This design comes from an exercise in tuning for small area on the open sky130 flow, not from production work. Only simulation tests tie the RTL to the original design; equivalence was not proved. Power figures rest on the tool's default switching activity, not on a simulated workload.

## game2048
module game2048 (
    btnS, btnL, btnR, btnU, btnD, clk, RsRx, sw,      
    AN, SEG, RsTx                                    
);
clock: 10.0 ns
lec_check: 0
abc_area: 1
cap_margin: 10
core_margin: 2
core_utilization: 55
cts_buf_list: sky130_fd_sc_hd__clkbuf_8
cts_cluster_diameter: 60
cts_cluster_size: 16
gpl_timing_driven: 0
slew_margin: 10
standard.sh (not shown) runs the stock make flow with config.mk's settings and CLKGATE_MAP_FILE= SYNTH_SCRIPT=/design/flow/synth_recipe.tcl, a recipe that flattens the netlist after the stock synthesis.
==> flow/flow/run.sh <==
#!/bin/bash
# Own layout flow: the standard flow (standard.sh), with these changes to synthesis only:
#  - the technology mapping (Yosys's abc pass) uses an area-oriented ABC script
#    (flow/area.abc) instead of ORFS's;
#  - no adder cells (ADDER_MAP_FILE empty) and no Kogge-Stone carry map
#    (SYNTH_OPERATIONS_ARGS), so that abc maps adders as plain logic;
# and the ports are buffered with the smallest buffer (BUFFER_PORTS_ARGS).
# Flip-flop mapping, flattening and register naming are the standard synthesis's
# (synth_recipe.tcl).  Each step's full log is in orfs/logs/; make's output is in flow_make.log.
set -euo pipefail
W=$PWD
cat > "$W/synth_area.tcl" <<EOT
proc abc {args} {
  set i [lsearch -exact \$args -script]
  if {\$i >= 0} { set args [lreplace \$args [expr {\$i + 1}] [expr {\$i + 1}] {$W/flow/area.abc}] }
  puts "abc (area script): \$args"
  yosys abc {*}\$args
}
source {$W/synth_recipe.tcl}
EOT
EXTRA="SYNTH_SCRIPT=$W/synth_area.tcl ADDER_MAP_FILE= SYNTH_OPERATIONS_ARGS=-nofsm"
EXTRA="$EXTRA BUFFER_PORTS_ARGS='-buffer_cell sky130_fd_sc_hd__buf_1'"
sed -e "s|SYNTH_SCRIPT=[^ ]*|$EXTRA|" standard.sh > "$W/standard_area.sh"
grep -q "SYNTH_SCRIPT=$W/synth_area.tcl" "$W/standard_area.sh"
bash "$W/standard_area.sh" finish > "$W/flow_make.log" 2>&1
test -s "$W/out/final.def"
==> flow/flow/area.abc <==
strash
&get -n
&deepsyn -T 60
&put
&get -n
&dch -f
&nf -a -R 1000 -F 20 -A 20
&put
Rerun with:
==> flow/flow/run.sh (replaced) <==
#!/bin/bash
# Own layout flow: the standard flow (standard.sh) with these changes:
#  - synthesis: the technology mapping (Yosys's abc pass) uses an area-oriented ABC script
#    (flow/area.abc) instead of ORFS's, and there are no adder cells (ADDER_MAP_FILE empty)
#    and no Kogge-Stone carry map (SYNTH_OPERATIONS_ARGS), so that abc maps adders as plain
#    logic.  Flip-flop mapping, flattening and register naming are the standard synthesis's
#    (synth_recipe.tcl).
#  - placement: the ports are buffered with the smallest buffer (BUFFER_PORTS_ARGS).
#  - clock tree: config.mk's buffer and clustering settings, without dummy loads (CTS_ARGS).
# Each step's full log is in orfs/logs/; make's output is in flow_make.log.
set -euo pipefail
W=$PWD
cat > "$W/synth_area.tcl" <<EOT
proc abc {args} {
  set i [lsearch -exact \$args -script]
  if {\$i >= 0} { set args [lreplace \$args [expr {\$i + 1}] [expr {\$i + 1}] {$W/flow/area.abc}] }
  puts "abc (area script): \$args"
  yosys abc {*}\$args
}
source {$W/synth_recipe.tcl}
EOT
EXTRA="SYNTH_SCRIPT=$W/synth_area.tcl ADDER_MAP_FILE= SYNTH_OPERATIONS_ARGS=-nofsm"
EXTRA="$EXTRA BUFFER_PORTS_ARGS='-buffer_cell sky130_fd_sc_hd__buf_1'"
EXTRA="$EXTRA CTS_ARGS='-sink_clustering_enable -repair_clock_nets -sink_clustering_size 14"
EXTRA="$EXTRA -sink_clustering_max_diameter 100 -buf_list sky130_fd_sc_hd__clkbuf_8 -dont_use_dummy_load'"
sed -e "s|SYNTH_SCRIPT=[^ ]*|$EXTRA|" standard.sh > "$W/standard_area.sh"
grep -q "SYNTH_SCRIPT=$W/synth_area.tcl" "$W/standard_area.sh"
bash "$W/standard_area.sh" finish > "$W/flow_make.log" 2>&1
test -s "$W/out/final.def"
==> flow/flow/area.abc (replaced) <==
strash
&get -n
&deepsyn -T 60
&put
&get -n
&dch -f
&nf -a -R 1000 -F 20 -A 20 -E 100
&put
Settings changed: CTS_CLUSTER_DIAMETER 60 to 80, CTS_CLUSTER_SIZE 16 to 12.
- via count is lower by 1.7%
- register-to-register slack improved by 0.38 ns
- first-iteration DRC count is lower by 4.3%
- worst setup slack gets better by 0.014 ns
- sequential power is about the same
- final area goes down by 2.2%
- global-route usage fell by 0.38 points
- non-clock buffer count is lower by 6
- clock power is lower by 24%
- routed wire length came out lower by 0.46%
- clock skew went down by 0.014 ns
Rerun with:
==> flow/flow/run.sh (replaced) <==
#!/bin/bash
# Own layout flow: the standard flow (standard.sh) with one change to synthesis: the
# technology mapping (Yosys's abc pass) uses an area-oriented ABC script (flow/area.abc)
# instead of ORFS's.  Everything else, including flip-flop mapping, flattening and register
# naming, is the standard synthesis (synth_recipe.tcl).
set -euo pipefail
W=$PWD
cat > "$W/synth_area.tcl" <<EOT
proc abc {args} {
  set i [lsearch -exact \$args -script]
  if {\$i >= 0} { set args [lreplace \$args [expr {\$i + 1}] [expr {\$i + 1}] {$W/flow/area.abc}] }
  puts "abc (area script): \$args"
  yosys abc {*}\$args
}
source {$W/synth_recipe.tcl}
EOT
sed -e "s|SYNTH_SCRIPT=[^ ]*|SYNTH_SCRIPT=$W/synth_area.tcl BUFFER_PORTS_ARGS='-buffer_cell sky130_fd_sc_hd__buf_1'|" \
    standard.sh > "$W/standard_area.sh"
grep -q "SYNTH_SCRIPT=$W/synth_area.tcl" "$W/standard_area.sh"
bash "$W/standard_area.sh" finish > "$W/flow_make.log" 2>&1
test -s "$W/out/final.def"
==> flow/flow/area.abc (replaced) <==
strash
&get -n
&deepsyn -T 60
&put
&get -n
&dch -f
&nf -a -R 1000 -F 20 -A 20
&put
Settings changed: CORE_UTILIZATION 55 to 65.
What happened: The new run finished clean; worst setup slack improved by 0.41 ns; core utilization rises by 11 points; sequential share of layout area falls by 3.2 points.
Rerun with:
==> flow/flow/run.sh (replaced) <==
#!/bin/bash
# Own layout flow: the standard flow (standard.sh), with these changes to synthesis only:
#  - the technology mapping (Yosys's abc pass) uses an area-oriented ABC script
#    (flow/area.abc) instead of ORFS's;
#  - no adder cells (ADDER_MAP_FILE empty) and no Kogge-Stone carry map
#    (SYNTH_OPERATIONS_ARGS), so that abc maps adders as plain logic;
# and the ports are buffered with the smallest buffer (BUFFER_PORTS_ARGS).
# Flip-flop mapping, flattening and register naming are the standard synthesis's
# (synth_recipe.tcl).  Each step's full log is in orfs/logs/; make's output is in flow_make.log.
set -euo pipefail
W=$PWD
cat > "$W/synth_area.tcl" <<EOT
proc abc {args} {
  set i [lsearch -exact \$args -script]
  if {\$i >= 0} { set args [lreplace \$args [expr {\$i + 1}] [expr {\$i + 1}] {$W/flow/area.abc}] }
  puts "abc (area script): \$args"
  yosys abc {*}\$args
}
source {$W/synth_recipe.tcl}
EOT
EXTRA="SYNTH_SCRIPT=$W/synth_area.tcl ADDER_MAP_FILE= SYNTH_OPERATIONS_ARGS=-nofsm"
EXTRA="$EXTRA BUFFER_PORTS_ARGS='-buffer_cell sky130_fd_sc_hd__buf_1'"
sed -e "s|SYNTH_SCRIPT=[^ ]*|$EXTRA|" standard.sh > "$W/standard_area.sh"
grep -q "SYNTH_SCRIPT=$W/synth_area.tcl" "$W/standard_area.sh"
bash "$W/standard_area.sh" finish > "$W/flow_make.log" 2>&1
test -s "$W/out/final.def"
Settings changed: CAP_MARGIN 10 to 0, CORE_UTILIZATION 65 to 55, SLEW_MARGIN 10 to 0.
Outcome:
- The changed run ran to the end with no violations
- combinational power came out lower by 21%
- fmax came out lower by about 3.7%
- global-route usage came out lower by 3.3 points
- sequential share of layout area came out higher by 2.6 points
- via count came out lower by 6.2%
- cell area came out lower by about 6%
- clock power came out higher by about 0.7%


wip/garnet:
Another version of the RTL of game2048 (not shown whole).
For scale: about 0.018 mm^2 of cells after synthesis.
clock: 10.0 ns
lec_check: 0
abc_area: 1
cap_margin: 10
core_margin: 2
core_utilization: 50
cts_buf_list: sky130_fd_sc_hd__clkbuf_8
cts_cluster_diameter: 80
cts_cluster_size: 12
gpl_timing_driven: 0
slew_margin: 10
==> flow/flow/run.sh <==
#!/bin/bash
# Own layout flow: the standard flow (standard.sh) with one change to synthesis: the
# technology mapping (Yosys's abc pass) uses an area-oriented ABC script (flow/area.abc)
# instead of ORFS's.  Everything else, including flip-flop mapping, flattening and register
# naming, is the standard synthesis (synth_recipe.tcl).
set -euo pipefail
W=$PWD
cat > "$W/synth_area.tcl" <<EOT
proc abc {args} {
  set i [lsearch -exact \$args -script]
  if {\$i >= 0} { set args [lreplace \$args [expr {\$i + 1}] [expr {\$i + 1}] {$W/flow/area.abc}] }
  puts "abc (area script): \$args"
  yosys abc {*}\$args
}
source {$W/synth_recipe.tcl}
EOT
sed "s|SYNTH_SCRIPT=[^ ]*|SYNTH_SCRIPT=$W/synth_area.tcl|" standard.sh > "$W/standard_area.sh"
grep -q "SYNTH_SCRIPT=$W/synth_area.tcl" "$W/standard_area.sh"
bash "$W/standard_area.sh" finish > "$W/flow_make.log" 2>&1
test -s "$W/out/final.def"
==> flow/flow/area.abc <==
strash
&get -n
&deepsyn -T 10
&put
&get -n
&dch -f
&nf -a -R 1000 -F 20 -A 20
&put
What wip/indigo does differently from wip/garnet at the input level:
# wip/garnet
export LEC_CHECK = 0
export ABC_AREA = 1
export CAP_MARGIN = 10
export CORE_MARGIN = 2
export CORE_UTILIZATION = 50
export CTS_BUF_LIST = sky130_fd_sc_hd__clkbuf_8
export CTS_CLUSTER_DIAMETER = 80
export CTS_CLUSTER_SIZE = 12
export GPL_TIMING_DRIVEN = 0
export SLEW_MARGIN = 10
create_clock -name core_clock -period 10.0 [get_ports {clk}]
# wip/indigo
export LEC_CHECK = 0
export ABC_AREA = 1
export CAP_MARGIN = 10
export CORE_MARGIN = 2
export CORE_UTILIZATION = 50
export CTS_BUF_LIST = sky130_fd_sc_hd__clkbuf_8
export CTS_CLUSTER_DIAMETER = 80
export CTS_CLUSTER_SIZE = 15
export GPL_TIMING_DRIVEN = 0
export SLEW_MARGIN = 10
create_clock -name core_clock -period 10.0 [get_ports {clk}]
==> flow/flow/area.abc <==
strash
&get -n
&deepsyn -T 10
&put
&get -n
&dch -f
&nf -a
&put
Delta (wip/indigo minus wip/garnet): wire length reported by the detailed router went up 11%; minimum clock period after layout went up 210 ps; number of signal-net buffers in the layout went up 17%. Between wip/garnet and wip/indigo, the utilization is higher for wip/indigo. Height of the die (wip/indigo over wip/garnet): increase, about 1.9%. Of the two values seen for capture point of the critical path, SEG[2] was produced by wip/garnet and SEG[5] by wip/indigo.

what the ideal ports hide:
No port has a modelled driver above. Below, the same layouts with a new extraction and two added sets of constraints. Step 1 assumes that a clkbuf_16 drives the clock port and a buf_2 every other input. Step 2 adds t to the input delays and takes it off the output delays; t is the mean of the earliest and latest rising clock arrival at the registers after step 1. Input paths then give back, and output paths get back, about the clock's delay inside the block. a / b / c = no drivers / after step 1 / after step 2; a / b = the first two.
| run | t (ns) | slack for setup (ns) | hold slack, ns | slew at the worst register clock pin (ns) | cell pins on the clock port's net |
|---|---|---|---|---|---|
| the first run of note 1 | 0.667 | 0.489 / 0.435 / 1.103 | 0.366 / 0.366 / 0.366 | 0.11 / 0.11 | 1 |
| the second run of note 1 | 0.609 | 0.503 / 0.454 / 1.063 | 0.368 / 0.368 / 0.368 | 0.11 / 0.11 | 1 |
| the third run of note 1 | 0.634 | 0.910 / 0.863 / 1.116 | 0.369 / 0.369 / 0.369 | 0.10 / 0.10 | 1 |
| the fourth run of note 1 | 0.649 | 0.560 / 0.511 / 1.161 | 0.364 / 0.364 / 0.364 | 0.10 / 0.10 | 1 |
| wip/garnet | 0.668 | 0.830 / 0.781 / 1.450 | 0.362 / 0.362 / 0.362 | 0.10 / 0.10 | 1 |
| wip/indigo | 0.661 | 0.615 / 0.558 / 1.219 | 0.364 / 0.364 / 0.364 | 0.12 / 0.12 | 1 |
After both steps every run listed still meets setup and hold.
